This is an optimization exercise on Yosys and OpenROAD, whose aim is small area, a short achievable clock period and few clock cycles, not a production implementation. Only simulation tests tie the RTL to the original design; equivalence was not proved. Power is estimated from default activity; no workload was simulated.

== run A ==
Design MultiCycleCPU, start of the top module:
module MultiCycleCPU (reset, clk, mem_addr, mem_wdata, mem_we, mem_rdata);
    input reset;
    input clk;
    output [31:0] mem_addr;
    output [31:0] mem_wdata;
    output mem_we;
    input  [31:0] mem_rdata;
    reg [31:0] maddr;       
    reg        mem_cyc;     
    reg        mem_ld;      
    reg [4:0]  mem_rd;      
    reg        st_we;
    reg        ex_valid;
    reg [31:0] ir;
    reg [31:0] ex_pc4;      
    reg [31:0] ra, rb;      
    reg [31:0] opb;         
    reg        d_sub, d_useimm, d_shl;
    reg        d_wen;       
    reg [4:0]  d_wreg;
    reg        wb_we;
    reg [4:0]  wb_reg;
    reg [31:0] wb_data;
    assign mem_addr  = maddr;
    assign mem_we    = st_we;
    assign mem_wdata = wb_data;    
    wire [5:0]  op    = ir[31:26];
    wire [5:0]  fn    = ir[5:0];
    wire [4:0]  ir_rt = ir[20:16];
    wire [15:0] imm   = ir[15:0];
    wire is_r    = (op == 6'h00);
    wire is_jr   = is_r && (fn == 6'h08 || fn == 6'h09);    
    wire is_jj   = (op[5:1] == 5'b00001);                   
    wire is_beq  = (op == 6'h04);
    wire is_lw   = (op == 6'h23);
    wire is_sw   = (op == 6'h2b);
    wire [9:0] rsel;
    assign rsel[1] = (is_r && fn == 6'h24) || op == 6'h0c;
    assign rsel[2] = is_r && fn == 6'h25;
    assign rsel[3] = is_r && fn == 6'h26;
    assign rsel[4] = is_r && fn == 6'h27;
    assign rsel[5] = (is_r && fn == 6'h2a) || op == 6'h0a;
    assign rsel[6] = (is_r && fn == 6'h2b) || op == 6'h0b;
    assign rsel[7] = is_r && (fn == 6'h00 || fn == 6'h02 || fn == 6'h03);
    assign rsel[8] = (op == 6'h03) || (is_r && fn == 6'h09);
    assign rsel[9] = is_sw;
    assign rsel[0] = ~|rsel[9:1];
    wire [32:0] alu_s = {1'b0, ra} + {1'b0, opb ^ {32{d_sub}}} + {32'd0, d_sub};
    wire [31:0] alu_sum = alu_s[31:0];
  ...
For scale: roughly 5900 cells after synthesis, about 1300 flip-flops, about 99 I/O pins, ~61000 µm² of cells after synthesis.
Settings: LEC_CHECK=0, CAP_MARGIN=30, CORE_MARGIN=2, CORE_UTILIZATION=40, SLEW_MARGIN=30, SYNTH_HIERARCHICAL=1, TNS_END_PERCENT=5; clock period 9.0 ns.
standard.sh (not shown) runs the stock make flow with config.mk's settings and CLKGATE_MAP_FILE= SYNTH_SCRIPT=/design/flow/synth_recipe.tcl, a recipe that flattens the netlist after the stock synthesis.
==> flow/flow/run.sh <==
#!/bin/bash
# The standard layout (standard.sh), with two changes to how timing is
# repaired: the port buffers that global placement inserts on every input and
# output are sky130_fd_sc_hd__buf_4 cells instead of the delay cells
# buffer_ports picks by default, and the resizer may change a cell's drive
# strength even when that changes its width (MATCH_CELL_FOOTPRINT=0), and
# timing repair aims for a setup slack of 5 ns at the design's clock period.
# All of make's output goes to standard.log in this folder; ORFS's per-step
# logs are under orfs/logs/.
set -euo pipefail
bash standard.sh "BUFFER_PORTS_ARGS=-buffer_cell sky130_fd_sc_hd__buf_4" MATCH_CELL_FOOTPRINT=0 SETUP_SLACK_MARGIN=5 finish > standard.log 2>&1
Testbench counts of run A, summed over its fixed seeds: cycles 111,946.
Here is what was changed in the inputs of run B compared with run A.
==> flow/flow/run.sh <==
#!/bin/bash
# The standard layout (standard.sh), with two changes to how timing is
# repaired: the port buffers that global placement inserts on every input and
# output are sky130_fd_sc_hd__buf_4 cells instead of the delay cells
# buffer_ports picks by default, and the resizer may change a cell's drive
# strength even when that changes its width (MATCH_CELL_FOOTPRINT=0).
# All of make's output goes to standard.log in this folder; ORFS's per-step
# logs are under orfs/logs/.
set -euo pipefail
bash standard.sh "BUFFER_PORTS_ARGS=-buffer_cell sky130_fd_sc_hd__buf_4" MATCH_CELL_FOOTPRINT=0 finish > standard.log 2>&1
-- flow/config.mk --
<<< run A, line 9
export CORE_MARGIN = 2
export CORE_UTILIZATION = 40
export SLEW_MARGIN = 30
export SYNTH_HIERARCHICAL = 1
export TNS_END_PERCENT = 5
>>> run B, line 9
export CORE_MARGIN = 2
export CORE_UTILIZATION = 40
export SETUP_SLACK_MARGIN = 5
export SLEW_MARGIN = 30
export SYNTH_HIERARCHICAL = 1
[summary]
Comparing final period demand of the worst path for run B and run A, the smaller number came from run B. Taking run A as the reference, in run B ratio of final minimum period to clock period decreased 2.6 points; combinational power essentially unchanged. The worst stage delay on the critical path reported for run B is smaller than that of run A by 0.35 ns. Diff run B..run A | final global-route overflow total | negligible. Side by side, clock distribution area overhead in the final layout turned out lower in run B than in run A. The part of the power in combinational logic number comes out lower for run A vs run B. Comparing run B with run A, the non-filler instance count after layout came out essentially unchanged. [compare] base=run A new=run B: slack of the critical path rose by 0.23 ns, maximum frequency up 5.6%.
Changes in run C relative to run B:
==> flow/flow/run.sh <==
#!/bin/bash
# The standard layout (standard.sh), unchanged except that the port
# buffers that global placement inserts on every input and output are
# sky130_fd_sc_hd__buf_4 cells instead of the delay cells buffer_ports picks by
# default. All of make's output goes to standard.log in this folder; ORFS's
# per-step logs are under orfs/logs/.
set -euo pipefail
bash standard.sh "BUFFER_PORTS_ARGS=-buffer_cell sky130_fd_sc_hd__buf_4" finish > standard.log 2>&1
==> comparison <==
Run C ended up with sky130_fd_sc_hd__o31ai_1 as its slowest library cell on the worst path; run B ended up with sky130_fd_sc_hd__o31ai_2. Leakage power summed over all cells: run C > run B. Summary: with run B as the reference, routed wirelength normalized by instance count in run C moved down by a few percent. Run C vs run B — routed wire length dropped by a few percent. On clock edge transition at the registers on the reported setup and hold paths, run B and run C are neck and neck. Total of cells resized after clock tree synthesis, run B and run C, higher one = run B.
Input changes introduced in run D (baseline for comparison: run C):
==> flow/run.sh (new file) <==
#!/bin/bash
# synth_recipe.tcl (not shown) runs the flow's synth.tcl, then flattens the netlist and writes it again
# the make line also repeats each setting of config.mk as NAME=value (left out here)
make -C /OpenROAD-flow-scripts/flow DESIGN_CONFIG=/design/flow/config.mk WORK_HOME=/design/flow/orfs CLKGATE_MAP_FILE= SYNTH_SCRIPT=/design/flow/synth_recipe.tcl finish
removed: flow/flow/run.sh
removed: flow/standard.sh
Findings:
Run D closes out successfully: all stages finished, all timing, DRC and antenna checks passed.
Sequential fraction of design power: lower on run D
The final area number comes out lower for run C vs run D.
Taking run C as the reference point, the sequential share of cell area of run D falls by 0.98 points.
## Diff of input files: run E against run D
==> flow/flow/run.sh (new file) <==
#!/bin/bash
# The standard layout (standard.sh), with two changes to how timing is
# repaired: the port buffers that global placement inserts on every input and
# output are sky130_fd_sc_hd__buf_4 cells instead of the delay cells
# buffer_ports picks by default, and the resizer may change a cell's drive
# strength even when that changes its width (MATCH_CELL_FOOTPRINT=0), and
# timing repair aims for a setup slack of 6 ns at the design's clock period.
# All of make's output goes to standard.log in this folder; ORFS's per-step
# logs are under orfs/logs/.
set -euo pipefail
bash standard.sh "BUFFER_PORTS_ARGS=-buffer_cell sky130_fd_sc_hd__buf_4" MATCH_CELL_FOOTPRINT=0 SETUP_SLACK_MARGIN=6 finish > standard.log 2>&1
==> flow/standard.sh (new file) <==
#!/bin/bash
# synth_recipe.tcl (not shown) runs the flow's synth.tcl, then flattens the netlist and writes it again
# the make line also repeats each setting of config.mk as NAME=value (left out here)
make -C /OpenROAD-flow-scripts/flow DESIGN_CONFIG=/design/flow/config.mk WORK_HOME=/design/flow/orfs CLKGATE_MAP_FILE= SYNTH_SCRIPT=/design/flow/synth_recipe.tcl "${@:-finish}"
-- flow/config.mk --
<<< run D, line 9
export CORE_MARGIN = 2
export CORE_UTILIZATION = 40
export SETUP_SLACK_MARGIN = 5
export SLEW_MARGIN = 30
export SYNTH_HIERARCHICAL = 1
>>> run E, line 9
export CORE_MARGIN = 2
export CORE_UTILIZATION = 40
export SLEW_MARGIN = 30
export SYNTH_HIERARCHICAL = 1
export TNS_END_PERCENT = 5
removed: flow/run.sh
[summary]
The launch point of the worst path comes out mem_rdata[18] in one run and mem_rdata[24] in the other, namely in run E and run D respectively.
Between run D and run E, the tap cell count does not differ in any meaningful way.
Lower number of iterations in the first detailed-routing pass was reported by run D, not run E.
Portion of total power attributed to the clock network, run D and run E: higher on run D
Run E reports its cell at the slowest stage of the critical path as sky130_fd_sc_hd__a222oi_1 while run D reports sky130_fd_sc_hd__nand4_1.

-- afterwards: timing with drivers on the ports --
The results above use ideal ports. As a check the final layouts listed here were re-extracted and re-timed, cells and wires unchanged. Step 1 sets driving cells, clkbuf_16 on the clock port and buf_2 on the other inputs (assumed; they add their load-dependent delay and slew). Step 2 adds t to the input delays and takes it off the output delays; t is the mean of the earliest and latest rising clock arrival at the registers after step 1. Input paths then give back, and output paths get back, about the clock's delay inside the block. Slacks: ideal / step 1 / step 2; pairs: ideal / step 1.
run	t, ns	setup slack, ns	latest minus earliest clock arrival (ns)	worst slew at a driven data input, ns	cell pins on the clock port's net
run A	0.903	4.626 / 4.674 / 3.771	0.035 / 0.035	0.14	1
run B	0.873	4.859 / 4.913 / 4.040	0.088 / 0.087	0.06	1
run C	0.876	4.780 / 4.842 / 3.966	0.071 / 0.070	0.14	1
run D	0.891	4.714 / 4.766 / 3.875	0.058 / 0.058	0.07	1
run E	0.867	5.087 / 5.100 / 4.264	0.069 / 0.069	0.07	1
After both steps every run listed still meets setup and hold. For run A, which loses most, drivers alone change the setup slack by +0.048 ns; drivers and shift together by -0.855 ns.
